Source: an optimization exercise on an open RTL-to-GDS flow (aim: small area, a short achievable clock period and few clock cycles per item). Production flows keep margins and buffers that such runs may drop.
The RTL was checked by simulation tests, not by an equivalence proof against the original design.

<file path="flow/flow/run.sh">
#!/bin/bash
# Own layout flow: the standard synthesis, then ABC re-maps the
# combinational logic for area (registers and adder cells untouched), then
# the standard ORFS flow from floorplan to finish, with plain buf_1 port
# buffers. Each tool writes its full output to a log here.
set -euo pipefail
HERE=$(pwd)
R=$HERE/orfs/results/$FLOW_PLATFORM/LCM/base
LIB=$FLOW_HOME/platforms/$FLOW_PLATFORM/lib/sky130_fd_sc_hd__tt_025C_1v80.lib

bash standard.sh synth > log_synth.txt 2>&1

# combinational cells as logic, for ABC to map again
python3 flow/genmap.py "$LIB" comb_map.v > log_genmap.txt 2>&1
DU=$(make -s -C "$FLOW_HOME" DESIGN_CONFIG="$HERE/config.mk" WORK_HOME="$HERE/orfs" print-DONT_USE_CELLS 2>/dev/null | sed -n 's/^DONT_USE_CELLS: //p')
DUARGS=""
for c in $DU; do DUARGS="$DUARGS -dont_use $c"; done
cp "$R/1_2_yosys.v" "$HERE/std_synth.v"
cat > remap.ys <<E2
read_liberty -lib $LIB
read_verilog $HERE/std_synth.v
hierarchy -top $FLOW_TOP
techmap -map $HERE/comb_map.v
techmap
opt -fast
abc -script $HERE/flow/area.abc -liberty $LIB $DUARGS -D 240000
opt_clean -purge
hilomap -singleton -hicell sky130_fd_sc_hd__conb_1 HI -locell sky130_fd_sc_hd__conb_1 LO
splitnets
opt_clean -purge
tee -o $HERE/remap_stat.txt stat -liberty $LIB
check -assert -mapped
write_verilog -noattr -nohex -nodec $HERE/remap.v
E2
yosys -s remap.ys > log_remap.txt 2>&1
cp remap.v "$R/1_2_yosys.v"
touch "$R/1_2_yosys.v"

export BUFFER_PORTS_ARGS="-buffer_cell sky130_fd_sc_hd__buf_1"
bash standard.sh finish > log_finish.txt 2>&1
</file>
<file path="flow/flow/area.abc">
strash
dch
map -a
mfs2
&get -n
&st
&dch
&nf -R 1000
&put
mfs2
&get -n
&st
&dch
&nf -R 1000
&put
topo
</file>
<file path="flow/flow/genmap.py">
import re,sys
lib=open(sys.argv[1]).read()
# cells kept as they are: adders, tie cells and anything not for logic
keep=['sky130_fd_sc_hd__fa_','sky130_fd_sc_hd__ha_','sky130_fd_sc_hd__conb','sky130_fd_sc_hd__lpflow','sky130_fd_sc_hd__probe']
out=[]
starts=[m for m in re.finditer(r'\n\s*cell\s*\(\s*"?(sky130_fd_sc_hd__\w+)"?\s*\)',lib)]
for k,m in enumerate(starts):
    name=m.group(1)
    body=lib[m.end(): starts[k+1].start() if k+1<len(starts) else len(lib)]
    if re.search(r'\b(ff|latch|statetable)\s*\(',body): continue
    if any(name.startswith(p) for p in keep): continue
    pins=re.findall(r'pin\s*\(\s*"?(\w+)"?\s*\)\s*\{(.*?)\n\s{8}\}',body,re.S)
    ins=[];outs=[]
    for pn,pb in pins:
        d=re.search(r'direction\s*:\s*"?(\w+)',pb)
        if not d: continue
        if d.group(1)=='input': ins.append(pn)
        elif d.group(1)=='output':
            f=re.search(r'function\s*:\s*"([^"]*)"',pb)
            if not f: break
            outs.append((pn,f.group(1)))
    else:
        if not outs: continue
        ex=[]
        for pn,f in outs:
            f=f.replace('!','~').replace('+','|').replace('*','&')
            ex.append(f"  assign {pn} = {f};")
        out.append(f"module {name}({','.join(ins+[o for o,_ in outs])});\n"+''.join(f"  input {i};\n" for i in ins)+''.join(f"  output {o};\n" for o,_ in outs)+'\n'.join(ex)+"\nendmodule\n")
open(sys.argv[2],'w').write('\n'.join(out))
print(len(out))
</file>
<file path="flow/standard.sh">
#!/bin/bash
# synth_recipe.tcl (not shown) runs the flow's synth.tcl, then flattens the netlist and writes it again
# the make line also repeats each setting of config.mk as NAME=value (left out here)
make -C /OpenROAD-flow-scripts/flow DESIGN_CONFIG=/design/flow/config.mk WORK_HOME=/design/flow/orfs CLKGATE_MAP_FILE= SYNTH_SCRIPT=/design/flow/synth_recipe.tcl "${@:-finish}"
</file>
<file path="flow/config.mk">
export PLATFORM = sky130hd
export DESIGN_NAME = LCM
export DESIGN_NICKNAME = LCM
export VERILOG_FILES = /design/flow/design.v
export SDC_FILE = /design/flow/constraint.sdc
export NUM_CORES = 4
export LEC_CHECK = 0
export CAP_MARGIN = 20
export CORE_MARGIN = 2
export CORE_UTILIZATION = 40
export SLEW_MARGIN = 20
</file>
<file path="flow/constraint.sdc">
create_clock -name core_clock -period 240.0 [get_ports {clk}]
set_input_delay 48.0000 -clock core_clock [delete_from_list [all_inputs] [get_ports {clk}]]
set_output_delay 48.0000 -clock core_clock [all_outputs]
set_load 0.01 [all_outputs]
</file>
<file path="flow/design.v">
module DIV #(
    parameter W  = 16,       
    parameter SH = 2         
)(
    input  [W-1:0]   m,
    input            yo,     
    input  [W-1:0]   x,
    input  [W-1:0]   y,
    input  [2*W-1:0] u,
    input  [2*W-1:0] v,
    output [W-1:0]   xn,
    output [W-1:0]   yn,
    output [2*W-1:0] un,
    output [2*W-1:0] vn
);
    wire xo   = |(x & m);
    wire both = xo & yo;
    wire [W-1:0] bx = ~(y & {W{both}});
    wire [W-1:0] by = ~(x & {W{both}});
    wire [W:0]   cx, cy;
    wire [W-1:0] dx, dy;
    assign cx[0] = 1'b1;
    assign cy[0] = 1'b1;
    genvar i;
    generate
        for (i = 0; i < W; i++) begin : sub
            assign dx[i]   = x[i] ^ bx[i] ^ cx[i];
            assign cx[i+1] = (x[i] & bx[i]) | (cx[i] & (x[i] ^ bx[i]));
            assign dy[i]   = y[i] ^ by[i] ^ cy[i];
            assign cy[i+1] = (y[i] & by[i]) | (cy[i] & (y[i] ^ by[i]));
        end
    endgenerate
    wire swap = xo & (~yo | ~cx[W]);
    wire [W-1:0]   d = swap ? dy : dx;       
    wire [2*W-1:0] w = swap ? v : u;         
    wire t = (SH > 1) && ~|(d & (m << 1));
    assign xn = t ? d >> 2 : d >> 1;
    assign un = t ? w << 2 : w << 1;
    assign yn = swap ? x : y;
    wire [2*W-1:0] ua = u & {2*W{xo}};
    wire [2*W:0]   cs;
    assign cs[0] = 1'b0;
    generate
        for (i = 0; i < 2*W; i++) begin : add
            assign vn[i]    = v[i] ^ ua[i] ^ cs[i];
            assign cs[i+1] = (v[i] & ua[i]) | (cs[i] & (v[i] ^ ua[i]));
        end
    endgenerate
endmodule
module LCM #(
    parameter DATA_WIDTH = 16
)(
    input                       clk,
    input                       rst_n,
    input                       en,
    input  [DATA_WIDTH-1:0]     a,
    input  [DATA_WIDTH-1:0]     b,
    output                      valid,
    output [DATA_WIDTH*2-1:0]   gcd,
    output [DATA_WIDTH*2-1:0]   lcm
);
    localparam W  = DATA_WIDTH;
    localparam NS = 3;               
    reg en_q, busy, valid_r;
    reg [W-1:0]   x, y;
    reg [2*W-1:0] u, v;
    wire start = en & ~en_q;
    wire load  = ~busy | valid_r;
    wire [W-1:0] o = x | y;
    wire [W-1:0] m;
    wire [W:0]   seen;               
    assign seen[0] = 1'b0;
    genvar j;
    generate
        for (j = 0; j < W; j++) begin : low
            assign m[j]      = o[j] & ~seen[j];
            assign seen[j+1] = o[j] | seen[j];
        end
    endgenerate
    wire [W-1:0]   xs [NS+1];
    wire [W-1:0]   ys [NS+1];
    wire [2*W-1:0] us [NS+1];
    wire [2*W-1:0] vs [NS+1];
    assign xs[0] = x;
    assign ys[0] = y;
    assign us[0] = u;
    assign vs[0] = v;
    genvar i;
    generate
        for (i = 0; i < NS; i++) begin : step
            DIV #(.W(W)) u_step (
                .m (m),
                .yo(i == 0 ? |(y & m) : 1'b1),
                .x (xs[i]), .y (ys[i]), .u (us[i]), .v (vs[i]),
                .xn(xs[i+1]), .yn(ys[i+1]), .un(us[i+1]), .vn(vs[i+1])
            );
        end
    endgenerate
    always_ff @(posedge clk, negedge rst_n) begin
        if (!rst_n) begin
            en_q    <= 1'b0;
            busy    <= 1'b0;
            valid_r <= 1'b0;
        end else begin
            en_q    <= en;
            busy    <= start | (busy & ~valid_r);
            valid_r <= busy & ~valid_r & ~|xs[NS];
        end
    end
    always_ff @(posedge clk) begin
        if (load) begin
            x <= a;
            y <= b;
            u <= {{W{1'b0}}, b};
            v <= '0;
        end else begin
            x <= xs[NS];
            y <= ys[NS];
            u <= us[NS];
            v <= vs[NS];
        end
    end
    assign valid = valid_r;
    assign gcd   = {{W{1'b0}}, y};
    assign lcm   = v;
endmodule
</file>
==> impl_metrics.env, run 1 <==
export IMPL_drtIter0Drc=1279
export IMPL_port_buffers=83
export IMPL_drv_cap=0
export IMPL_r2r_start="y[0]$_DFF_P_"
export IMPL_area_sequential_um2=2000
export IMPL_path_class="flop to output pin"
export IMPL_worstMarginPinSlew_ns=1.06
export IMPL_overflow=0
export IMPL_path_max_fanout=9
export IMPL_highest_layer="met4"
export IMPL_setup_violations=0
export IMPL_whs_endpoint="busy$_DFF_PN0_"
export IMPL_place_congestion=0.973
export IMPL_dp_hpwl_mm=36.8
export IMPL_synth_avg_cell_area_um2=7.51
export IMPL_multi_input_area_um2=10400
export IMPL_status="timing/DRC/antenna clean"
export IMPL_hold_path_class="flop to flop"
export IMPL_slew_headroom=0.289
export IMPL_cts_tree="built"
export IMPL_cts_buffers=9
export IMPL_wl_met3_mm=3.74
export IMPL_grt_start_max_net_pins=105
export IMPL_finalNetCount=2044
export IMPL_hp_start="en_q$_DFF_PN0_"
export IMPL_ios=100
export IMPL_reg2reg_to="v[31]$_SDFF_PN0_"
export IMPL_cts_max_level=3
export IMPL_startpoint_type="flop"
export IMPL_netlist_area_um2=12700
export IMPL_postLayoutCoreUtil=0.451
export IMPL_cts_clk_slew_worst_paths_ns=0.07
export IMPL_clkSinkCount=99
export IMPL_num_vias=13782
export IMPL_drc_errors=0
export IMPL_routed_wl_mm=50.0
export IMPL_cts_repair_resized=0
export IMPL_grt_total_usage=0.302
export IMPL_cts_max_path_buffers=2
export IMPL_rsz0062_at_grt="false"
export IMPL_fin_hold_ws_ns=0.438
export IMPL_viasPerCell=6.16
export IMPL_synth_cells=1688
export IMPL_grt_pass1_wl_mm=77.1
export IMPL_path_buf_inv=1
export IMPL_die_area_um2=33100
export IMPL_firstDrtPassIters=6
export IMPL_ant_nets=0
export IMPL_initial_core_util=0.404
export IMPL_slowest_stage="dfxtp_1"
export IMPL_antenna_found_initial=0
export IMPL_setup_tns_ns=0
export IMPL_ctsHoldBuffers=0
export IMPL_syn2layout_area_growth_pct=11.6
export IMPL_crit_family="flip-flops"
export IMPL_fillCellCount=3241
export IMPL_critical_path_max_stage_delay_ns=0.64
export IMPL_worstPathRequired_ns=192.00
export IMPL_yosys_warnings=1
export IMPL_grt_pass1_vias=13768
export IMPL_coreArea_um2=31400
export IMPL_route_met2_wl_mm=23.8
export IMPL_routedWlPerCell_um=22.3
export IMPL_fin_crit_sh=0.205
export IMPL_met1_length_mm=20.0
export IMPL_rows=65
export IMPL_die_h_um=182
export IMPL_slew_viol_final=0
export IMPL_final_hold_violation_count=0
export IMPL_max_freq_mhz=20.3
export IMPL_holdPathStages=1
export IMPL_period_minus_slack_ns=49.21
export IMPL_antenna_cells=0
export IMPL_post_cts_setup_buffers=0
export IMPL_end_kind="output pin"
export IMPL_crit_chain="buf_1"
export IMPL_ff2ff_path_depth=95
export IMPL_clkLatencyLatePin_ns=0.37
export IMPL_cp_arrival_ns=1.21
export IMPL_finClkSkew_ns=0.0162
export IMPL_r2r_slack_ns=202.72
export IMPL_fp_dieW_um=182
export IMPL_cts_root_buf="clkbuf_16"
export IMPL_drive_above_1_share=0.0327
routing by layer:
layer  vias to the layer above  global-route usage
li1                       6222                   -
met1                      6733               0.381
met2                       677               0.514
met3                       150              0.0401
met4                         0               0.142
met5                         -                   0
layout make-up:
cell class,instances,share of cell area
multi-input cells,1485,0.732
flip-flops and latches,99,0.141
repair buffers,115,0.0390
well taps,402,0.0355
inverters,121,0.0321
clock buffers,11,0.0172
clock inverters,5,0.00265
flip-flops by register name, summed over array words and instances (netlist names):
name,cells
busy,1
en_q,1
u,32
v,32
valid_r,1
x,16
y,16
worst max-delay path by stage:
stage                     slack [ns]    startpoint  cells after the start  endpoint
after floorplan               191.52  y[2]$_DFF_P_                      0    gcd[2]
after global placement        191.20  y[8]$_DFF_P_                      1    gcd[8]
after detailed placement      191.19  y[8]$_DFF_P_                      1    gcd[8]
after CTS                     190.80  y[8]$_DFF_P_                      1    gcd[8]
after global routing          190.76  y[8]$_DFF_P_                      1    gcd[8]
final                         190.79  y[8]$_DFF_P_                      1    gcd[8]
placed cells by master, fill, tap and decap left out, types with 10 or more instances in the layout:
master    instances
o21ai_0         148
a22oi_1          11
buf_4            32
o211ai_1         22
a221oi_1         10
mux2i_1          31
nand4_1          23
and2_0           38
nand3_1          73
or2_0            19
nor3_1           19
buf_1            83
o22ai_1          65
o211a_1          15
o221ai_1         15
dfxtp_1          96
nor2_1          239
a22o_1           15
a21oi_1          76
conb_1           19
clkinv_1        121
a31oi_1          31
fa_1            173
nand2_1         328
stage by stage:
stage,worst slack [ns],instances,instance area [µm²]
after floorplan,191.52,1705,12700
after global routing,190.76,2238,14200
after CTS,190.80,2238,14100
after detailed placement,191.19,2222,13900
after global placement,191.20,2222,13900
final,190.79,2238,14200
Testbench counts, summed over its fixed seeds: cycles 9,814, items 1,600.
==> inputs of run 2 (changes only) <==
--- a/flow/config.mk
+++ b/flow/config.mk
@@ -5,6 +5,7 @@
 export SDC_FILE = /design/flow/constraint.sdc
 export NUM_CORES = 4
 export LEC_CHECK = 0
+export ABC_AREA = 1
 export CAP_MARGIN = 20
 export CORE_MARGIN = 2
 export CORE_UTILIZATION = 40
==> run 2 against run 1 <==
  * Sequential share of layout area grew 0.67 points
  * Non-clock buffer count shrank 4
  * Die area shrank 5.4%
  * Clock skew shrank 0.0034 ns
  * Core utilization grew 0.61 points
  * First-iteration DRC count shrank 25%
  * Hold slack gained 0.012 ns
  * Global-route usage shrank 3.4 points
  * Register-to-register slack gained 0.90 ns
  * Setup slack gained 0.11 ns
  * Synthesized cell count shrank 7.0%
  * Critical path type unchanged
==> impl_metrics.env, run 2 <==
export IMPL_netlist_area_um2=12000
export IMPL_final_cell_mix="nand2_1, nor2_1, fa_1"
export IMPL_ctsHoldBuffers=0
export IMPL_synth_avg_cell_area_um2=7.63
export IMPL_ant_nets=0
export IMPL_fin_hold_ws_ns=0.450
export IMPL_antenna_cells=0
export IMPL_synth_cells=1569
export IMPL_met1_length_mm=17.3
export IMPL_period_minus_slack_ns=49.10
export IMPL_hold_path_class="flop to flop"
export IMPL_finClkSkew_ns=0.0128
export IMPL_route_met2_wl_mm=19.1
export IMPL_grt_total_usage=0.268
export IMPL_fp_dieW_um=177
export IMPL_firstDrtPassIters=5
export IMPL_cts_repair_resized=0
export IMPL_setup_tns_ns=0
export IMPL_initial_core_util=0.405
export IMPL_coreArea_um2=29600
export IMPL_rsz0062_at_grt="false"
export IMPL_final_area_um2=13500
export IMPL_crit_chain="buf_1"
export IMPL_cts_clk_slew_worst_paths_ns=0.08
export IMPL_grt_pass1_vias=11646
export IMPL_cts_root_buf="clkbuf_16"
export IMPL_dp_hpwl_mm=31.3
export IMPL_clkSinkCount=99
export IMPL_slowest_stage="dfxtp_1"
export IMPL_place_congestion=0.965
export IMPL_final_hold_violation_count=0
export IMPL_cts_buffers=9
export IMPL_yosys_warnings=1
export IMPL_final_common_cell="nand2_1"
export IMPL_clkLatencyLatePin_ns=0.38
export IMPL_rows=63
export IMPL_cts_max_level=3
export IMPL_fin_crit_sh=0.205
export IMPL_cts_max_path_buffers=2
export IMPL_routedWlPerCell_um=19.1
export IMPL_grt_pass1_wl_mm=64.4
export IMPL_end_kind="output pin"
export IMPL_slew_headroom=0.252
export IMPL_cts_tree="built"
export IMPL_placed_cell_area_um2=13200
export IMPL_antenna_found_initial=1
export IMPL_stdcell_count=2103
export IMPL_path_max_fanout=8
export IMPL_finalNetCount=1921
export IMPL_reg_top3="u: 32 flops, v: 32 flops"
export IMPL_drive_above_1_share=0.0344
export IMPL_worstPathRequired_ns=192.00
export IMPL_routed_wl_mm=40.1
export IMPL_drtIter0Drc=956
export IMPL_overflow=0
export IMPL_drc_errors=0
export IMPL_max_freq_mhz=20.4
export IMPL_post_cts_setup_buffers=0
export IMPL_die_h_um=177
export IMPL_path_class="flop to output pin"
export IMPL_num_vias=11844
export IMPL_ios=100
export IMPL_syn2layout_area_growth_pct=12.7
export IMPL_wl_met3_mm=2.31
export IMPL_cp_arrival_ns=1.10
export IMPL_die_area_um2=31300
export IMPL_drv_cap=0
export IMPL_crit_family="flip-flops"
export IMPL_slew_viol_final=0
export IMPL_viasPerCell=5.63
export IMPL_highest_layer="met4"
export IMPL_worstMarginPinSlew_ns=1.11
export IMPL_place_inst=2087
export IMPL_grt_start_max_net_pins=84
export IMPL_setup_violations=0
export IMPL_status="timing/DRC/antenna clean"
export IMPL_critical_path_max_stage_delay_ns=0.53
export IMPL_path_buf_inv=1
export IMPL_port_buffers=83
export IMPL_startpoint_type="flop"
==> run 2: final cells by class <==
class                      instances  area, µm²
timing repair buffer             111        522
clock buffer                      10        239
fill                            3098      16100
clock inverter                     6       93.8
multi-input combinational       1392       9810
inverter                          95        357
tap                              390        488
sequential                        99       2000
==> run 2: path summary, 6_finish.rpt <==
path	start	end	slack [ns]	depth (start not counted)
worst max register to register	x[1]$_DFF_P_	v[31]$_SDFF_PN0_	203.62	104
min in group asynchronous	rst_n	en_q$_DFF_PN0_	47.42	1
worst min register to register	en_q$_DFF_PN0_	busy$_DFF_PN0_	0.45	1
worst max-delay path	y[10]$_DFF_P_	gcd[10]	190.90	1
worst min-delay path	en_q$_DFF_PN0_	busy$_DFF_PN0_	0.45	1
max in group asynchronous	rst_n	busy$_DFF_PN0_	192.43	1
==> run 2: stage by stage <==
step,setup WS [ns],util
finish,190.90,0.457
global route,190.84,0.457
CTS,190.88,0.457
detailed placement,191.29,0.445
global placement,191.31,0.445
floorplan,191.50,-
==> run 2: per-layer routing <==
metal  global-route usage  vias to the layer above
met5                    0                        -
met4               0.0940                        0
met3               0.0322                       70
met2                0.452                      429
met1                0.354                     5756
li1                     -                     5589
==> inputs of run 3 (changes only) <==
--- a/flow/design.v
+++ b/flow/design.v
@@ -60,7 +60,7 @@
     output [DATA_WIDTH*2-1:0]   lcm
 );
     localparam W  = DATA_WIDTH;
-    localparam NS = 3;               
+    localparam NS = 4;               
     reg en_q, busy, valid_r;
     reg [W-1:0]   x, y;
     reg [2*W-1:0] u, v;
==> run 3 against run 2 <==
  * Via count increased by 2.3%
  * Synthesized cell count decreased by 1.0%
  * Synthesized area increased by 14%
  * Flip-flop and latch count unchanged
  * Non-clock buffer count decreased by 3
  * Core utilization decreased by 0.46 points
  * First-iteration DRC count decreased by 0.21%
  * Critical path depth increased by 149
  * Register-to-register slack got worse by 14 ns
==> impl_metrics.env, run 3 <==
export IMPL_ctsHoldBuffers=0
export IMPL_cts_max_path_buffers=2
export IMPL_end_kind="flop"
export IMPL_overflow=0
export IMPL_whs_endpoint="busy$_DFF_PN0_"
export IMPL_r2r_start="y[0]$_DFF_P_"
export IMPL_cts_max_level=3
export IMPL_final_cell_mix="nand2_1, fa_1, nor2_1"
export IMPL_final_hold_violation_count=0
export IMPL_routed_wl_mm=44.9
export IMPL_die_area_um2=35700
export IMPL_ff2ff_path_depth=150
export IMPL_synth_avg_cell_area_um2=8.81
export IMPL_reg_top3="u: 32 flops, v: 32 flops"
export IMPL_ios=100
export IMPL_cts_repair_resized=0
export IMPL_worstMarginPinSlew_ns=0.963
export IMPL_worstPathRequired_ns=240.31
export IMPL_num_vias=12119
export IMPL_firstDrtPassIters=8
export IMPL_final_area_um2=15200
export IMPL_holdPathStages=1
export IMPL_drtIter0Drc=954
export IMPL_clkLatencyLatePin_ns=0.39
export IMPL_cts_buffers=9
export IMPL_path_max_fanout=59
export IMPL_drive_above_1_share=0.0307
export IMPL_routedWlPerCell_um=21.0
export IMPL_antenna_found_initial=0
export IMPL_critical_path_max_stage_delay_ns=0.82
export IMPL_post_cts_setup_buffers=0
export IMPL_antenna_cells=0
export IMPL_slew_viol_final=0
export IMPL_final_common_cell="nand2_1"
export IMPL_finalNetCount=1961
export IMPL_cp_arrival_ns=51.05
export IMPL_max_freq_mhz=19.7
export IMPL_cts_clk_slew_worst_paths_ns=0.08
export IMPL_clkSinkCount=99
export IMPL_slew_headroom=0.351
export IMPL_cts_tree="built"
export IMPL_drv_cap=0
export IMPL_highest_layer="met4"
export IMPL_setup_slack_ns=189.27
export IMPL_synth_cells=1553
export IMPL_startpoint_type="flop"
export IMPL_grt_pass1_vias=12494
export IMPL_place_ws_ns=189.42
export IMPL_grt_start_max_net_pins=78
export IMPL_dp_hpwl_mm=36.6
export IMPL_rows=67
export IMPL_syn2layout_area_growth_pct=11.1
export IMPL_grt_pass1_wl_mm=71.8
export IMPL_slowest_stage="o21ai_0"
export IMPL_rsz0062_at_grt="false"
export IMPL_viasPerCell=5.66
export IMPL_ant_nets=0
export IMPL_die_h_um=189
export IMPL_fp_dieW_um=189
export IMPL_fin_crit_sh=0.211
export IMPL_cts_root_buf="clkbuf_16"
export IMPL_hp_start="en_q$_DFF_PN0_"
export IMPL_yosys_warnings=1
export IMPL_setup_tns_ns=0
export IMPL_path_class="flop to flop"
export IMPL_met1_length_mm=18.9
export IMPL_coreArea_um2=33600
export IMPL_place_congestion=1.01
export IMPL_hold_path_class="flop to flop"
export IMPL_setup_violations=0
export IMPL_port_buffers=83
export IMPL_grt_total_usage=0.261
export IMPL_reg2reg_to="v[31]$_SDFF_PN0_"
export IMPL_route_met2_wl_mm=21.4
export IMPL_finClkSkew_ns=0.0197
export IMPL_status="timing/DRC/antenna clean"
export IMPL_cp_common_cell="fa_1"
export IMPL_period_minus_slack_ns=50.73
export IMPL_initial_core_util=0.407
export IMPL_wl_met3_mm=2.93
export IMPL_r2r_slack_ns=189.27
export IMPL_placed_cell_area_um2=14900
export IMPL_drc_errors=0
export IMPL_netlist_area_um2=13700
[run 3: critical path: cells and delay by family (launching register included)]
family / cells / cell delay [ns]
compound gates: 18 / 4.41
xor+xnor: 5 / 0.81
fa+ha+maj: 74 / 31.85
buf+inv: 12 / 3.31
flops: 1 / 0.34
mux: 4 / 1.32
simple gates: 37 / 8.43
[run 3: layout make-up]
type	instances	area [µm²]
fillers	3363	18400
multi-input cells	1392	11500
flip-flops and latches	99	2000
well taps	448	561
repair buffers	108	512
inverters	79	297
clock buffers	11	253
clock inverters	5	65.1
[run 3: routing by layer]
layer  global-route usage  up-vias
li1                     -     5594
met1                0.340     5978
met2                0.434      451
met3               0.0504       96
met4               0.0907        0
met5                    0        -
[run 3: how the worst max path moves through the flow]
| stage | from | endpoint | slack [ns] | depth (start not counted) |
|---|---|---|---|---|
| floorplan | y[0]$_DFF_P_ | v[31]$_SDFF_PN0_ | 183.82 | 143 |
| global placement | y[0]$_DFF_P_ | v[31]$_SDFF_PN0_ | 190.28 | 148 |
| detailed placement | y[0]$_DFF_P_ | v[31]$_SDFF_PN0_ | 189.42 | 151 |
| CTS | y[0]$_DFF_P_ | v[31]$_SDFF_PN0_ | 189.35 | 152 |
| global route | y[0]$_DFF_P_ | v[31]$_SDFF_PN0_ | 186.16 | 152 |
| finish | y[0]$_DFF_P_ | v[31]$_SDFF_PN0_ | 189.27 | 150 |
[run 3: stage by stage]
stage	utilization	cells	hold WS, ns
2_1_floorplan	-	1570	0.400
3_3_place_gp	0.442	2125	0.409
3_5_place_dp	0.442	2125	0.424
4_1_cts	0.452	2141	0.435
5_1_grt	0.452	2142	0.435
6_report	0.452	2142	0.429
Testbench counts of run 3, summed over its fixed seeds: cycles 7,949, items 1,600.
==> inputs of run 4 (changes only) <==
--- a/flow/design.v
+++ b/flow/design.v
@@ -3,6 +3,7 @@
     parameter SH = 2         
 )(
     input  [W-1:0]   m,
+    input            xo,     
     input            yo,     
     input  [W-1:0]   x,
     input  [W-1:0]   y,
@@ -11,9 +12,9 @@
     output [W-1:0]   xn,
     output [W-1:0]   yn,
     output [2*W-1:0] un,
-    output [2*W-1:0] vn
+    output [2*W-1:0] vn,
+    output           xon     
 );
-    wire xo   = |(x & m);
     wire both = xo & yo;
     wire [W-1:0] bx = ~(y & {W{both}});
     wire [W-1:0] by = ~(x & {W{both}});
@@ -34,7 +35,8 @@
     wire [W-1:0]   d = swap ? dy : dx;       
     wire [2*W-1:0] w = swap ? v : u;         
     wire t = (SH > 1) && ~|(d & (m << 1));
-    assign xn = t ? d >> 2 : d >> 1;
+    assign xn  = t ? d >> 2 : d >> 1;
+    assign xon = (SH > 1) ? (~t | |(d & (m << 2))) : |(d & (m << 1));
     assign un = t ? w << 2 : w << 1;
     assign yn = swap ? x : y;
     wire [2*W-1:0] ua = u & {2*W{xo}};
@@ -81,18 +83,22 @@
     wire [W-1:0]   ys [NS+1];
     wire [2*W-1:0] us [NS+1];
     wire [2*W-1:0] vs [NS+1];
+    wire           xos[NS+1];
     assign xs[0] = x;
     assign ys[0] = y;
     assign us[0] = u;
     assign vs[0] = v;
+    assign xos[0] = |(x & m);
     genvar i;
     generate
         for (i = 0; i < NS; i++) begin : step
             DIV #(.W(W)) u_step (
                 .m (m),
+                .xo(xos[i]),
                 .yo(i == 0 ? |(y & m) : 1'b1),
                 .x (xs[i]), .y (ys[i]), .u (us[i]), .v (vs[i]),
-                .xn(xs[i+1]), .yn(ys[i+1]), .un(us[i+1]), .vn(vs[i+1])
+                .xn(xs[i+1]), .yn(ys[i+1]), .un(us[i+1]), .vn(vs[i+1]),
+                .xon(xos[i+1])
             );
         end
     endgenerate
==> flow/flow/run.sh (replaced) <==
#!/bin/bash
# Own layout flow: the standard synthesis, then ABC maps the
# combinational logic again for area with a few scripts (registers and
# adder cells untouched) and keeps the smallest result, then the standard
# ORFS flow from floorplan to finish, with buf_1 port buffers.
# Each tool writes its full output to a log file here.
set -euo pipefail
HERE=$(pwd)
R=$HERE/orfs/results/$FLOW_PLATFORM/LCM/base
LIB=$FLOW_HOME/platforms/$FLOW_PLATFORM/lib/sky130_fd_sc_hd__tt_025C_1v80.lib

bash standard.sh synth > log_synth.txt 2>&1
cp "$R/1_2_yosys.v" "$HERE/std_synth.v"

# combinational cells as logic, for ABC to map again
python3 flow/genmap.py "$LIB" comb_map.v > log_genmap.txt 2>&1
DU=$(make -s -C "$FLOW_HOME" DESIGN_CONFIG="$HERE/config.mk" WORK_HOME="$HERE/orfs" print-DONT_USE_CELLS 2>/dev/null | sed -n 's/^DONT_USE_CELLS: //p')
DUARGS=""
for c in $DU; do DUARGS="$DUARGS -dont_use $c"; done

remap() {  # remap SCRIPT: writes remap_SCRIPT.v and remap_SCRIPT.area
  local s=$1
  cat > remap_$s.ys <<E2
read_liberty -lib $LIB
read_verilog $HERE/std_synth.v
hierarchy -top $FLOW_TOP
techmap -map $HERE/comb_map.v
techmap
opt -fast
abc -script $HERE/flow/$s.abc -liberty $LIB $DUARGS -D 240000
opt_clean -purge
hilomap -singleton -hicell sky130_fd_sc_hd__conb_1 HI -locell sky130_fd_sc_hd__conb_1 LO
splitnets
opt_clean -purge
tee -o $HERE/remap_$s.stat stat -liberty $LIB
check -assert -mapped
write_verilog -noattr -nohex -nodec $HERE/remap_$s.v
E2
  if yosys -s remap_$s.ys > log_remap_$s.txt 2>&1; then
    sed -n "s/.*Chip area for module '.$FLOW_TOP': *//p" remap_$s.stat > remap_$s.area
  fi
}
for s in a4 b1 b3 c4 c5; do remap $s & done
wait
best=""; besta=""
for s in a4 b1 b3 c4 c5; do
  [[ -s remap_$s.area ]] || continue
  a=$(cat remap_$s.area)
  if [[ -z "$best" ]] || awk -v a="$a" -v b="$besta" 'BEGIN{exit !(a<b)}'; then best=$s; besta=$a; fi
done
echo "best remap: $best $besta" | tee log_remap_choice.txt
if [[ -n "$best" ]]; then
  cp remap_$best.v "$R/1_2_yosys.v"
  touch "$R/1_2_yosys.v"
fi

export BUFFER_PORTS_ARGS="-buffer_cell sky130_fd_sc_hd__buf_1"
bash standard.sh finish > log_finish.txt 2>&1
==> flow/flow/a4.abc (new file) <==
strash
dch
map -a
mfs2
&get -n
&st
&dch
&nf -R 1000
&put
mfs2
&get -n
&st
&dch
&nf -R 1000
&put
topo
==> flow/flow/b1.abc (new file) <==
strash
dch
map -a
mfs2
&get -n
&st
&dch
&nf -R 1000
&put
mfs2
&get -n
&st
&dch
&nf -R 1000
&put
mfs2
&get -n
&st
&dch
&nf -R 1000
&put
topo
==> flow/flow/b3.abc (new file) <==
strash
dc2
dch -f
map -a
mfs2 -a
strash
dch -f
map -a
mfs2 -a
&get -n
&st
&dch -f
&nf -R 1000
&put
topo
==> flow/flow/c3.abc (new file) <==
strash
&get -n
&st
&deepsyn -T 120
&put
dch
map -a
mfs2
&get -n
&st
&dch
&nf -R 1000
&put
mfs2
&get -n
&st
&dch
&nf -R 1000
&put
topo
==> flow/flow/c4.abc (new file) <==
strash
dch
amap
mfs2
&get -n
&st
&dch
&nf -R 1000
&put
mfs2
&get -n
&st
&dch
&nf -R 1000
&put
topo
==> flow/flow/c5.abc (new file) <==
strash
ifraig
dc2
dch
map -a
mfs2 -W 4 -M 5000
&get -n
&st
&dch
&nf -R 1000
&put
mfs2 -W 4 -M 5000
&get -n
&st
&dch
&nf -R 1000
&put
topo
--- a/flow/config.mk
+++ b/flow/config.mk
@@ -9,4 +9,5 @@
 export CAP_MARGIN = 20
 export CORE_MARGIN = 2
 export CORE_UTILIZATION = 40
+export CTS_BUF_LIST = sky130_fd_sc_hd__clkbuf_8
 export SLEW_MARGIN = 20
removed: flow/flow/area.abc
==> run 4 against run 3 <==
  * Routed wire length down 9.8%
  * Critical path depth down 149
  * Non-clock buffer count down 4
  * Core utilization down 0.37 points
  * Design area down 0.81%
  * Count of clock-buffer cells in the layout down 2
  * Clock skew down 0.0072 ns
  * Flip-flop and latch count unchanged
  * Global-route usage down 2.2 points
  * Cell count down 3.1%
==> impl_metrics.env, run 4 <==
export IMPL_grt_pass1_vias=11968
export IMPL_end_kind="output pin"
export IMPL_post_cts_setup_buffers=0
export IMPL_worstPathRequired_ns=192.00
export IMPL_holdPathStages=1
export IMPL_die_h_um=189
export IMPL_yosys_warnings=1
export IMPL_routed_wl_mm=40.6
export IMPL_period_minus_slack_ns=49.21
export IMPL_path_max_fanout=8
export IMPL_port_buffers=83
export IMPL_cts_buffers=9
export IMPL_netlist_area_um2=13700
export IMPL_place_inst=2057
export IMPL_synth_avg_cell_area_um2=9.18
export IMPL_clkLatencyLatePin_ns=0.44
export IMPL_finalNetCount=1892
export IMPL_final_area_um2=15100
export IMPL_fp_dieW_um=189
export IMPL_cts_repair_resized=0
export IMPL_startpoint_type="flop"
export IMPL_overflow=0
export IMPL_coreArea_um2=33600
export IMPL_die_area_um2=35600
export IMPL_synth_cells=1488
export IMPL_grt_total_usage=0.239
export IMPL_slew_headroom=0.258
export IMPL_place_congestion=0.951
export IMPL_dp_hpwl_mm=32.3
export IMPL_cp_arrival_ns=1.21
export IMPL_setup_slack_ns=190.79
export IMPL_multi_input_area_um2=11500
export IMPL_ios=100
export IMPL_cts_clk_slew_worst_paths_ns=0.11
export IMPL_place_ws_ns=191.24
export IMPL_ff2ff_path_depth=132
export IMPL_antenna_found_initial=3
export IMPL_cts_tree="built"
export IMPL_drv_cap=0
export IMPL_ctsHoldBuffers=0
export IMPL_slew_viol_final=0
export IMPL_final_common_cell="fa_1"
export IMPL_path_buf_inv=1
export IMPL_ant_nets=0
export IMPL_rows=67
export IMPL_finClkSkew_ns=0.0125
export IMPL_stdcell_count=2076
export IMPL_reg_top3="u: 32 flops, v: 32 flops"
export IMPL_setup_tns_ns=0
export IMPL_fin_crit_sh=0.205
export IMPL_cts_max_path_buffers=2
export IMPL_final_hold_violation_count=0
export IMPL_num_vias=11575
export IMPL_cp_num_cells=1
export IMPL_crit_family="flip-flops"
export IMPL_placed_cell_area_um2=14800
export IMPL_worstMarginPinSlew_ns=1.10
export IMPL_cts_max_level=3
export IMPL_setup_violations=0
export IMPL_syn2layout_area_growth_pct=10.4
export IMPL_viasPerCell=5.58
export IMPL_status="timing/DRC/antenna clean"
export IMPL_final_cell_mix="fa_1, nand2_1, mux2i_1"
export IMPL_critical_path_max_stage_delay_ns=0.57
export IMPL_firstDrtPassIters=6
export IMPL_initial_core_util=0.406
export IMPL_grt_pass1_wl_mm=66.4
export IMPL_routedWlPerCell_um=19.5
export IMPL_crit_chain="buf_1"
export IMPL_path_class="flop to output pin"
export IMPL_hold_path_class="flop to flop"
export IMPL_grt_start_max_net_pins=69
export IMPL_rsz0062_at_grt="false"
export IMPL_clkSinkCount=99
export IMPL_drive_above_1_share=0.0295
export IMPL_cts_root_buf="clkbuf_8"
export IMPL_drc_errors=0
export IMPL_drtIter0Drc=904
export IMPL_max_freq_mhz=20.3
export IMPL_slowest_stage="dfxtp_1"
export IMPL_area_sequential_um2=2000
export IMPL_fillCellCount=3388
run 4: area by class of cell:
class / instances / share of cell area
multi-input cells: 1332 / 0.763
flip-flops and latches: 99 / 0.132
well taps: 448 / 0.0372
repair buffers: 104 / 0.0311
inverters: 74 / 0.0184
clock inverters: 7 / 0.00929
clock buffers: 9 / 0.00821
diodes: 3 / 0.000498
run 4: worst paths after layout:
check | start | end | slack [ns]
worst max register to register | y[0]$_DFF_P_ | v[31]$_SDFF_PN0_ | 192.59
min in group asynchronous | rst_n | valid_r$_DFF_PN0_ | 47.40
worst min register to register | en_q$_DFF_PN0_ | busy$_DFF_PN0_ | 0.44
worst min-delay path | en_q$_DFF_PN0_ | busy$_DFF_PN0_ | 0.44
worst max-delay path | y[9]$_DFF_P_ | gcd[9] | 190.79
max in group asynchronous | rst_n | busy$_DFF_PN0_ | 192.37
run 4: through the flow:
step / hold WS [ns] / utilization
floorplan: 0.410 / -
global placement: 0.423 / 0.440
detailed placement: 0.431 / 0.441
CTS: 0.448 / 0.448
global route: 0.462 / 0.448
finish: 0.444 / 0.449
run 4: per-layer routing:
metal | share of wire | vias up | GRT usage
li1 | - | 5404 | -
met1 | 0.44 | 5756 | 0.321
met2 | 0.47 | 348 | 0.393
met3 | 0.061 | 67 | 0.0451
met4 | 0.028 | 0 | 0.0718
met5 | 0 | - | 0
Testbench counts of run 4, summed over its fixed seeds: cycles 7,949, items 1,600.
==> inputs of run 5 (changes only) <==
--- a/flow/config.mk
+++ b/flow/config.mk
@@ -6,8 +6,8 @@
 export NUM_CORES = 4
 export LEC_CHECK = 0
 export ABC_AREA = 1
-export CAP_MARGIN = 20
+export CAP_MARGIN = 5
 export CORE_MARGIN = 2
-export CORE_UTILIZATION = 40
+export CORE_UTILIZATION = 60
 export CTS_BUF_LIST = sky130_fd_sc_hd__clkbuf_8
-export SLEW_MARGIN = 20
+export SLEW_MARGIN = 5
==> run 5 against run 4 <==
  * Flip-flop and latch count unchanged
  * Die area fell by 33%
  * Highest routed layer unchanged
  * Critical path type unchanged
  * Critical endpoint is now gcd[4]
  * Global-route usage up 9.9 points
  * Clock skew is 0.013 ns higher
==> impl_metrics.env, run 5 <==
export IMPL_stdcell_count=1907
export IMPL_period_minus_slack_ns=49.15
export IMPL_initial_core_util=0.607
export IMPL_cts_tree="built"
export IMPL_cts_max_level=3
export IMPL_synth_avg_cell_area_um2=9.18
export IMPL_finalNetCount=1889
export IMPL_routedWlPerCell_um=20.1
export IMPL_num_vias=11584
export IMPL_crit_path_start="y[4]$_DFF_P_"
export IMPL_viasPerCell=6.07
export IMPL_cts_root_buf="clkbuf_8"
export IMPL_cp_num_cells=1
export IMPL_ant_nets=0
export IMPL_ctsHoldBuffers=0
export IMPL_drc_errors=0
export IMPL_cts_max_path_buffers=2
export IMPL_place_inst=1891
export IMPL_coreArea_um2=22500
export IMPL_place_congestion=0.937
export IMPL_path_buf_inv=1
export IMPL_cts_repair_resized=0
export IMPL_fp_dieW_um=155
export IMPL_overflow=0
export IMPL_cp_arrival_ns=1.15
export IMPL_fin_crit_sh=0.205
export IMPL_rows=55
export IMPL_finClkSkew_ns=0.0253
export IMPL_route_met2_wl_mm=19.1
export IMPL_routed_wl_mm=38.3
export IMPL_met1_length_mm=15.6
export IMPL_slew_headroom=0.284
export IMPL_critical_path_max_stage_delay_ns=0.54
export IMPL_drtIter0Drc=910
export IMPL_grt_pass1_wl_mm=63.6
export IMPL_highest_layer="met4"
export IMPL_cts_buffers=9
export IMPL_drive_above_1_share=0.0284
export IMPL_antenna_found_initial=0
export IMPL_grt_total_usage=0.338
export IMPL_yosys_warnings=1
export IMPL_status="timing/DRC/antenna clean"
export IMPL_reg_top3="u: 32 flops, v: 32 flops"
export IMPL_worstMarginPinSlew_ns=1.06
export IMPL_die_h_um=155
export IMPL_path_class="flop to output pin"
export IMPL_ff2ff_path_depth=132
export IMPL_reg2reg_to="v[31]$_SDFF_PN0_"
export IMPL_dp_hpwl_mm=30.4
export IMPL_grt_pass1_vias=12007
export IMPL_grt_start_max_net_pins=58
export IMPL_antenna_cells=0
export IMPL_port_buffers=83
export IMPL_clkLatencyLatePin_ns=0.42
export IMPL_setup_violations=0
export IMPL_r2r_slack_ns=192.72
export IMPL_final_hold_violation_count=0
export IMPL_startpoint_type="flop"
export IMPL_endpoint="gcd[4]"
export IMPL_slew_viol_final=0
export IMPL_syn2layout_area_growth_pct=8.08
export IMPL_die_area_um2=24000
export IMPL_final_common_cell="fa_1"
export IMPL_postLayoutCoreUtil=0.656
export IMPL_path_max_fanout=9
export IMPL_setup_slack_ns=190.85
export IMPL_crit_chain="buf_1"
export IMPL_r2r_start="y[1]$_DFF_P_"
export IMPL_netlist_area_um2=13700
export IMPL_setup_tns_ns=0
export IMPL_max_freq_mhz=20.3
export IMPL_fin_hold_ws_ns=0.459
export IMPL_synth_cells=1488
export IMPL_place_ws_ns=191.32
export IMPL_rsz0062_at_grt="false"
export IMPL_drv_cap=0
export IMPL_cts_clk_slew_worst_paths_ns=0.12
export IMPL_wl_met3_mm=2.32
export IMPL_clkSinkCount=99
export IMPL_slowest_stage="dfxtp_1"
export IMPL_hold_path_class="flop to flop"
export IMPL_worstPathRequired_ns=192.00
export IMPL_final_cell_mix="fa_1, nand2_1, mux2i_1"
export IMPL_firstDrtPassIters=6
export IMPL_ios=100
export IMPL_end_kind="output pin"
export IMPL_post_cts_setup_buffers=0
export IMPL_crit_family="flip-flops"
## run 5: final cells by class
class / count / area [µm²]
Clock buffer: 9 / 124
Clock inverter: 7 / 57.6
Fill cell: 2016 / 7740
Inverter: 74 / 278
Multi-Input combinational cell: 1332 / 11500
Sequential cell: 99 / 2000
Tap cell: 285 / 357
Timing Repair Buffer: 101 / 447
## run 5: how the worst min path moves through the flow
stage / startpoint / end / slack [ns] / cells past startpoint
after floorplan: en_q$_DFF_PN0_ / busy$_DFF_PN0_ / 0.41 / 1
after global placement: en_q$_DFF_PN0_ / busy$_DFF_PN0_ / 0.42 / 1
after detailed placement: en_q$_DFF_PN0_ / busy$_DFF_PN0_ / 0.43 / 1
after CTS: en_q$_DFF_PN0_ / busy$_DFF_PN0_ / 0.46 / 1
after global routing: en_q$_DFF_PN0_ / busy$_DFF_PN0_ / 0.51 / 1
final: en_q$_DFF_PN0_ / busy$_DFF_PN0_ / 0.46 / 1
## run 5: per-stage QoR
step / cell area (µm²)
finish: 14800
global route: 14800
CTS: 14800
detailed placement: 14600
global placement: 14600
floorplan: 13700
## run 5: layer usage
| metal | vias to the layer above | global-route usage |
|---|---|---|
| li1 | 5391 | - |
| met1 | 5747 | 0.444 |
| met2 | 381 | 0.577 |
| met3 | 65 | 0.0446 |
| met4 | 0 | 0.126 |
| met5 | - | 0 |
==> inputs of run 6 (changes only) <==
--- a/flow/config.mk
+++ b/flow/config.mk
@@ -9,5 +9,4 @@
 export CAP_MARGIN = 5
 export CORE_MARGIN = 2
 export CORE_UTILIZATION = 60
-export CTS_BUF_LIST = sky130_fd_sc_hd__clkbuf_8
 export SLEW_MARGIN = 5
==> run 6 against run 5 <==
  * Design area grew 0.69%
  * Hold slack got worse by 0.0051 ns
  * Sequential share of layout area shrank 0.092 points
  * Cell count unchanged
  * Routed wire length rose by 0.27%
  * Register-to-register slack worse by 0.09 ns
  * Flip-flop and latch count is the same
  * Core utilization up 0.45 points
  * Critical path type unchanged
  * Critical endpoint unchanged
  * Highest routed layer unchanged
==> impl_metrics.env, run 6 <==
export IMPL_status="timing/DRC/antenna clean"
export IMPL_reg_top3="u: 32 flops, v: 32 flops"
export IMPL_critical_path_max_stage_delay_ns=0.52
export IMPL_dp_hpwl_mm=30.4
export IMPL_clkSinkCount=99
export IMPL_die_h_um=155
export IMPL_ant_nets=0
export IMPL_coreArea_um2=22500
export IMPL_slew_headroom=0.268
export IMPL_rows=55
export IMPL_final_area_um2=14900
export IMPL_worstMarginPinSlew_ns=1.09
export IMPL_synth_cells=1488
export IMPL_ctsHoldBuffers=0
export IMPL_path_class="flop to output pin"
export IMPL_die_area_um2=24000
export IMPL_worstPathRequired_ns=192.00
export IMPL_num_vias=11659
export IMPL_finClkSkew_ns=0.0142
export IMPL_r2r_start="y[1]$_DFF_P_"
export IMPL_antenna_cells=0
export IMPL_fin_crit_sh=0.205
export IMPL_syn2layout_area_growth_pct=8.82
export IMPL_grt_total_usage=0.338
export IMPL_netlist_area_um2=13700
export IMPL_routedWlPerCell_um=20.1
export IMPL_crit_family="flip-flops"
export IMPL_cts_max_level=3
export IMPL_cp_arrival_ns=1.08
export IMPL_path_buf_inv=1
export IMPL_synth_avg_cell_area_um2=9.18
export IMPL_setup_violations=0
export IMPL_post_cts_setup_buffers=0
export IMPL_end_kind="output pin"
export IMPL_clkLatencyLatePin_ns=0.37
export IMPL_grt_start_max_net_pins=58
export IMPL_drv_cap=0
export IMPL_final_hold_violation_count=0
export IMPL_grt_pass1_wl_mm=63.7
export IMPL_firstDrtPassIters=6
export IMPL_overflow=0
export IMPL_routed_wl_mm=38.4
export IMPL_period_minus_slack_ns=49.08
export IMPL_max_freq_mhz=20.4
export IMPL_yosys_warnings=1
export IMPL_setup_tns_ns=0
export IMPL_crit_chain="buf_1"
export IMPL_slew_viol_final=0
export IMPL_startpoint_type="flop"
export IMPL_placed_cell_area_um2=14600
export IMPL_rsz0062_at_grt="false"
export IMPL_cts_repair_resized=0
export IMPL_place_congestion=0.937
export IMPL_viasPerCell=6.11
export IMPL_finalNetCount=1889
export IMPL_drtIter0Drc=859
export IMPL_cts_clk_slew_worst_paths_ns=0.08
export IMPL_drc_errors=0
export IMPL_fp_dieW_um=155
export IMPL_final_common_cell="fa_1"
export IMPL_initial_core_util=0.607
export IMPL_cts_root_buf="clkbuf_16"
export IMPL_drive_above_1_share=0.0284
export IMPL_final_cell_mix="fa_1, nand2_1, mux2i_1"
export IMPL_cts_tree="built"
export IMPL_port_buffers=83
export IMPL_cts_buffers=9
export IMPL_ios=100
export IMPL_crit_path_start="y[4]$_DFF_P_"
export IMPL_hold_path_class="flop to flop"
export IMPL_cts_max_path_buffers=2
export IMPL_grt_pass1_vias=12045
export IMPL_slowest_stage="dfxtp_1"
export IMPL_antenna_found_initial=0
export IMPL_path_max_fanout=9
export IMPL_hp_start="en_q$_DFF_PN0_"
run 6: path summary, 6_finish.rpt:
path / endpoint / slack, ns / depth (start not counted)
worst max register to register: v[31]$_SDFF_PN0_ / 192.63 / 132
max in group asynchronous: valid_r$_DFF_PN0_ / 192.43 / 1
min in group asynchronous: busy$_DFF_PN0_ / 47.42 / 1
worst min-delay path: busy$_DFF_PN0_ / 0.45 / 1
worst min register to register: busy$_DFF_PN0_ / 0.45 / 1
worst max-delay path: gcd[4] / 190.92 / 1
run 6: per-stage QoR:
step                setup slack, ns  std cells  hold WS (ns)   util
finish                       190.92       1907         0.454  0.660
global route                 190.18       1907         0.503  0.660
CTS                          190.91       1907         0.452  0.660
detailed placement           191.32       1891         0.425  0.648
global placement             191.32       1891         0.420  0.648
floorplan                    182.94       1505         0.410      -
run 6: area by class of cell:
type | count | area (µm²)
fillers | 1996 | 7640
repair buffers | 101 | 447
clock inverters | 7 | 57.6
multi-input cells | 1332 | 11500
clock buffers | 9 | 225
flip-flops and latches | 99 | 2000
well taps | 285 | 357
inverters | 74 | 278
run 6: layer usage:
metal / up-vias / wire length [µm] / global-route usage
li1: 5398 / - / -
met1: 5762 / 15500 / 0.446
met2: 413 / 19200 / 0.580
met3: 86 / 2380 / 0.0440
met4: 0 / 1270 / 0.114
met5: - / 0 / 0
run 6: worst reg2reg max path, delay by kind of cell (launching register included):
kind,cells,cell delay [ns]
flip-flops,1,0.40
XOR/XNOR,5,0.82
multiplexers,3,1.41
AO/OA/AOI/OAI,9,1.48
AND/OR/NAND/NOR,30,8.13
buffers and inverters,11,3.47
adder cells (fa/ha/maj),74,31.60
==> inputs of run 7 (changes only) <==
--- a/flow/config.mk
+++ b/flow/config.mk
@@ -9,4 +9,6 @@
 export CAP_MARGIN = 5
 export CORE_MARGIN = 2
 export CORE_UTILIZATION = 60
+export CTS_BUF_LIST = sky130_fd_sc_hd__clkbuf_8
+export CTS_CLUSTER_SIZE = 12
 export SLEW_MARGIN = 5
==> run 7 against run 6 <==
  * Still clean
  * Critical path depth unchanged
  * Maximum frequency down 0.14%
  * Non-clock buffer count unchanged
  * Setup slack worse by 0.071 ns
  * Die area unchanged
  * Synthesized cell count unchanged
  * Flip-flop and latch count unchanged
  * Synthesized area unchanged
==> impl_metrics.env, run 7 <==
export IMPL_stdcell_count=1907
export IMPL_synth_avg_cell_area_um2=9.18
export IMPL_final_hold_violation_count=0
export IMPL_port_buffers=83
export IMPL_setup_tns_ns=0
export IMPL_ios=100
export IMPL_fin_hold_ws_ns=0.459
export IMPL_fin_crit_sh=0.205
export IMPL_num_vias=11584
export IMPL_netlist_area_um2=13700
export IMPL_placed_cell_area_um2=14600
export IMPL_startpoint_type="flop"
export IMPL_r2r_start="y[1]$_DFF_P_"
export IMPL_initial_core_util=0.607
export IMPL_final_area_um2=14800
export IMPL_post_cts_setup_buffers=0
export IMPL_rows=55
export IMPL_slew_viol_final=0
export IMPL_dp_hpwl_mm=30.4
export IMPL_cp_arrival_ns=1.15
export IMPL_cts_buffers=9
export IMPL_crit_chain="buf_1"
export IMPL_end_kind="output pin"
export IMPL_worstPathRequired_ns=192.00
export IMPL_path_buf_inv=1
export IMPL_status="timing/DRC/antenna clean"
export IMPL_cts_max_level=3
export IMPL_path_max_fanout=9
export IMPL_grt_total_usage=0.338
export IMPL_reg2reg_to="v[31]$_SDFF_PN0_"
export IMPL_crit_path_start="y[4]$_DFF_P_"
export IMPL_yosys_warnings=1
export IMPL_cp_num_cells=1
export IMPL_grt_pass1_vias=12007
export IMPL_drv_cap=0
export IMPL_grt_start_max_net_pins=58
export IMPL_fp_dieW_um=155
export IMPL_routedWlPerCell_um=20.1
export IMPL_cts_tree="built"
export IMPL_endpoint="gcd[4]"
export IMPL_drc_errors=0
export IMPL_cts_root_buf="clkbuf_8"
export IMPL_antenna_found_initial=0
export IMPL_cts_repair_resized=0
export IMPL_hold_path_class="flop to flop"
export IMPL_cts_max_path_buffers=2
export IMPL_final_common_cell="fa_1"
export IMPL_drtIter0Drc=910
export IMPL_synth_cells=1488
export IMPL_firstDrtPassIters=6
export IMPL_ant_nets=0
export IMPL_place_inst=1891
export IMPL_rsz0062_at_grt="false"
export IMPL_syn2layout_area_growth_pct=8.08
export IMPL_critical_path_max_stage_delay_ns=0.54
export IMPL_antenna_cells=0
export IMPL_routed_wl_mm=38.3
export IMPL_setup_violations=0
export IMPL_ctsHoldBuffers=0
export IMPL_finClkSkew_ns=0.0253
export IMPL_clkLatencyLatePin_ns=0.42
export IMPL_period_minus_slack_ns=49.15
export IMPL_die_area_um2=24000
export IMPL_overflow=0
export IMPL_slowest_stage="dfxtp_1"
export IMPL_holdPathStages=1
export IMPL_path_class="flop to output pin"
export IMPL_worstMarginPinSlew_ns=1.06
export IMPL_slew_headroom=0.284
export IMPL_place_congestion=0.937
export IMPL_reg_top3="u: 32 flops, v: 32 flops"
export IMPL_finalNetCount=1889
export IMPL_max_freq_mhz=20.3
export IMPL_drive_above_1_share=0.0284
export IMPL_final_cell_mix="fa_1, nand2_1, mux2i_1"
export IMPL_ff2ff_path_depth=132
export IMPL_setup_slack_ns=190.85
export IMPL_crit_family="flip-flops"
export IMPL_grt_pass1_wl_mm=63.6
export IMPL_cts_clk_slew_worst_paths_ns=0.12
export IMPL_die_h_um=155
export IMPL_viasPerCell=6.07
export IMPL_clkSinkCount=99
export IMPL_place_ws_ns=191.32
export IMPL_r2r_slack_ns=192.72
export IMPL_coreArea_um2=22500
==> run 7: worst min-delay path by stage <==
stage | startpoint | endpoint | slack [ns]
2_1_floorplan | en_q$_DFF_PN0_ | busy$_DFF_PN0_ | 0.41
3_3_place_gp | en_q$_DFF_PN0_ | busy$_DFF_PN0_ | 0.42
3_5_place_dp | en_q$_DFF_PN0_ | busy$_DFF_PN0_ | 0.43
4_1_cts | en_q$_DFF_PN0_ | busy$_DFF_PN0_ | 0.46
5_1_grt | en_q$_DFF_PN0_ | busy$_DFF_PN0_ | 0.51
6_report | en_q$_DFF_PN0_ | busy$_DFF_PN0_ | 0.46
==> run 7: final cells by class <==
class | instances | area [µm²]
clock buffer | 9 | 124
clock inverter | 7 | 57.6
fill | 2016 | 7740
inverter | 74 | 278
multi-input combinational | 1332 | 11500
sequential | 99 | 2000
tap | 285 | 357
timing repair buffer | 101 | 447
==> run 7: routing by layer <==
metal	share of wire	global-route usage	wire length [µm]	vias up
met5	0	0	0	-
met3	0.061	0.0446	2320	65
met1	0.41	0.444	15600	5747
met2	0.50	0.577	19100	381
met4	0.034	0.126	1290	0
li1	-	-	-	5391
==> run 7: per-stage QoR <==
step	util
5_1_grt	0.656
3_3_place_gp	0.648
2_1_floorplan	-
3_5_place_dp	0.648
6_report	0.656
4_1_cts	0.656
==> inputs of run 8 (changes only) <==
==> flow/config.mk (replaced) <==
export PLATFORM = sky130hd
export DESIGN_NAME = LCM
export DESIGN_NICKNAME = LCM
export VERILOG_FILES = /design/flow/design.v
export SDC_FILE = /design/flow/constraint.sdc
export NUM_CORES = 4
export LEC_CHECK = 0
export ABC_AREA = 1
export CAP_MARGIN = 20
export CORE_MARGIN = 2
export CORE_UTILIZATION = 40
export SLEW_MARGIN = 20
==> run 8 against run 7 <==
  * Still clean
  * Clock skew fell by 0.016 ns
  * Flip-flop and latch count did not move
  * Largest cell class unchanged
==> impl_metrics.env, run 8 <==
export IMPL_status="timing/DRC/antenna clean"
export IMPL_reg_top3="u: 32 flops, v: 32 flops"
export IMPL_rsz0062_at_grt="false"
export IMPL_slowest_stage="dfxtp_1"
export IMPL_routedWlPerCell_um=19.5
export IMPL_port_buffers=83
export IMPL_clkLatencyLatePin_ns=0.39
export IMPL_coreArea_um2=33600
export IMPL_final_area_um2=15200
export IMPL_multi_input_area_um2=11500
export IMPL_fin_hold_ws_ns=0.440
export IMPL_fin_crit_sh=0.205
export IMPL_die_area_um2=35600
export IMPL_drc_errors=0
export IMPL_worstPathRequired_ns=192.00
export IMPL_cts_tree="built"
export IMPL_startpoint_type="flop"
export IMPL_finClkSkew_ns=0.00967
export IMPL_num_vias=11551
export IMPL_antenna_found_initial=2
export IMPL_path_class="flop to output pin"
export IMPL_viasPerCell=5.57
export IMPL_grt_start_max_net_pins=69
export IMPL_final_cell_mix="fa_1, nand2_1, mux2i_1"
export IMPL_ant_nets=0
export IMPL_setup_violations=0
export IMPL_slew_viol_final=0
export IMPL_cts_repair_resized=0
export IMPL_drtIter0Drc=782
export IMPL_grt_pass1_wl_mm=66.5
export IMPL_syn2layout_area_growth_pct=11.1
export IMPL_final_hold_violation_count=0
export IMPL_ctsHoldBuffers=0
export IMPL_cts_clk_slew_worst_paths_ns=0.08
export IMPL_placed_cell_area_um2=14800
export IMPL_yosys_warnings=1
export IMPL_hold_path_class="flop to flop"
export IMPL_critical_path_max_stage_delay_ns=0.58
export IMPL_cp_arrival_ns=1.16
export IMPL_cts_buffers=9
export IMPL_grt_total_usage=0.240
export IMPL_clkSinkCount=99
export IMPL_end_kind="output pin"
export IMPL_period_minus_slack_ns=49.16
export IMPL_dp_hpwl_mm=32.3
export IMPL_cts_root_buf="clkbuf_16"
export IMPL_slew_headroom=0.238
export IMPL_overflow=0
export IMPL_routed_wl_mm=40.5
export IMPL_post_cts_setup_buffers=0
export IMPL_ios=100
export IMPL_netlist_area_um2=13700
export IMPL_drv_cap=0
export IMPL_setup_tns_ns=0
export IMPL_cts_max_level=3
export IMPL_die_h_um=189
export IMPL_synth_avg_cell_area_um2=9.18
export IMPL_finalNetCount=1892
export IMPL_cts_max_path_buffers=2
export IMPL_crit_chain="buf_1"
export IMPL_initial_core_util=0.406
export IMPL_synth_cells=1488
export IMPL_fp_dieW_um=189
export IMPL_place_congestion=0.951
export IMPL_area_sequential_um2=2000
export IMPL_path_buf_inv=1
export IMPL_drive_above_1_share=0.0295
export IMPL_crit_family="flip-flops"
export IMPL_final_common_cell="fa_1"
export IMPL_grt_pass1_vias=11964
export IMPL_path_max_fanout=8
export IMPL_firstDrtPassIters=5
export IMPL_rows=67
export IMPL_worstMarginPinSlew_ns=1.13
export IMPL_max_freq_mhz=20.3
export IMPL_fillCellCount=3377
-- run 8: final timing paths --
| path | start | end | slack (ns) | cells past startpoint |
|---|---|---|---|---|
| setup / recovery | y[9]$_DFF_P_ | gcd[9] | 190.84 | 1 |
| hold / removal | en_q$_DFF_PN0_ | busy$_DFF_PN0_ | 0.44 | 1 |
| setup reg to reg | y[0]$_DFF_P_ | v[31]$_SDFF_PN0_ | 192.68 | 131 |
| hold reg to reg | en_q$_DFF_PN0_ | busy$_DFF_PN0_ | 0.44 | 1 |
| max in group asynchronous | rst_n | busy$_DFF_PN0_ | 192.31 | 1 |
| min in group asynchronous | rst_n | valid_r$_DFF_PN0_ | 47.46 | 1 |
-- run 8: per-stage QoR --
step                      setup slack, ns  utilization  instances
final                              190.84        0.452       2075
after global routing               189.75        0.451       2073
after CTS                          190.81        0.451       2073
after detailed placement           191.24        0.441       2057
after global placement             191.24        0.440       2057
after floorplan                    182.94            -       1505
-- run 8: cell type report --
type                       instances  area share
antenna                            2    0.000330
clock buffer                      10      0.0151
inverter                          74      0.0183
multi-input combinational       1332       0.758
timing repair buffer             104      0.0309
clock inverter                     6     0.00899
sequential                        99       0.132
tap                              448      0.0369
-- run 8: layer usage --
metal | part of all wire | global-route usage | vias up
li1 | - | - | 5404
met1 | 0.44 | 0.321 | 5744
met2 | 0.47 | 0.396 | 350
met5 | 0 | 0 | -
met4 | 0.027 | 0.0778 | 0
met3 | 0.057 | 0.0415 | 53

re-timing with driven ports:
Ports are ideal in the flow. The routed layouts listed here were re-timed in OpenROAD.
Step 1 (the two cells are an assumption about what drives the block):
set clk [get_ports {clk}]
set_driving_cell -lib_cell sky130_fd_sc_hd__clkbuf_16 $clk
set_driving_cell -lib_cell sky130_fd_sc_hd__buf_2 [delete_from_list [all_inputs] $clk]
Step 2 times the ports against the registers' clock, not the clock port: input delays grow and output delays shrink by t, the midpoint of the rising clock arrivals with the driver on.
Three values: no drivers, after step 1, after step 2; two values: the first two.
| run | t (ns) | setup slack, ns | worst setup path after step 2 | clock arrival spread, ns | cell pins on the clock port's net |
|---|---|---|---|---|---|
| run 1 | 0.411 | 190.786 / 190.738 / 191.149 | register to output | 0.016 / 0.016 | 1 |
| run 2 | 0.421 | 190.896 / 190.845 / 191.267 | register to output | 0.013 / 0.013 | 1 |
| run 3 | 0.425 | 189.267 / 189.267 / 189.267 | register to register | 0.020 / 0.020 | 1 |
| run 4 | 0.484 | 190.789 / 190.742 / 191.226 | register to output | 0.012 / 0.012 | 1 |
| run 5 | 0.454 | 190.849 / 190.804 / 191.257 | register to output | 0.025 / 0.025 | 1 |
| run 6 | 0.414 | 190.920 / 190.868 / 191.282 | register to output | 0.014 / 0.014 | 1 |
| run 7 | 0.454 | 190.849 / 190.804 / 191.257 | register to output | 0.025 / 0.025 | 1 |
| run 8 | 0.432 | 190.840 / 190.790 / 191.222 | register to output | 0.010 / 0.009 | 1 |
After both steps every run listed still meets setup and hold.
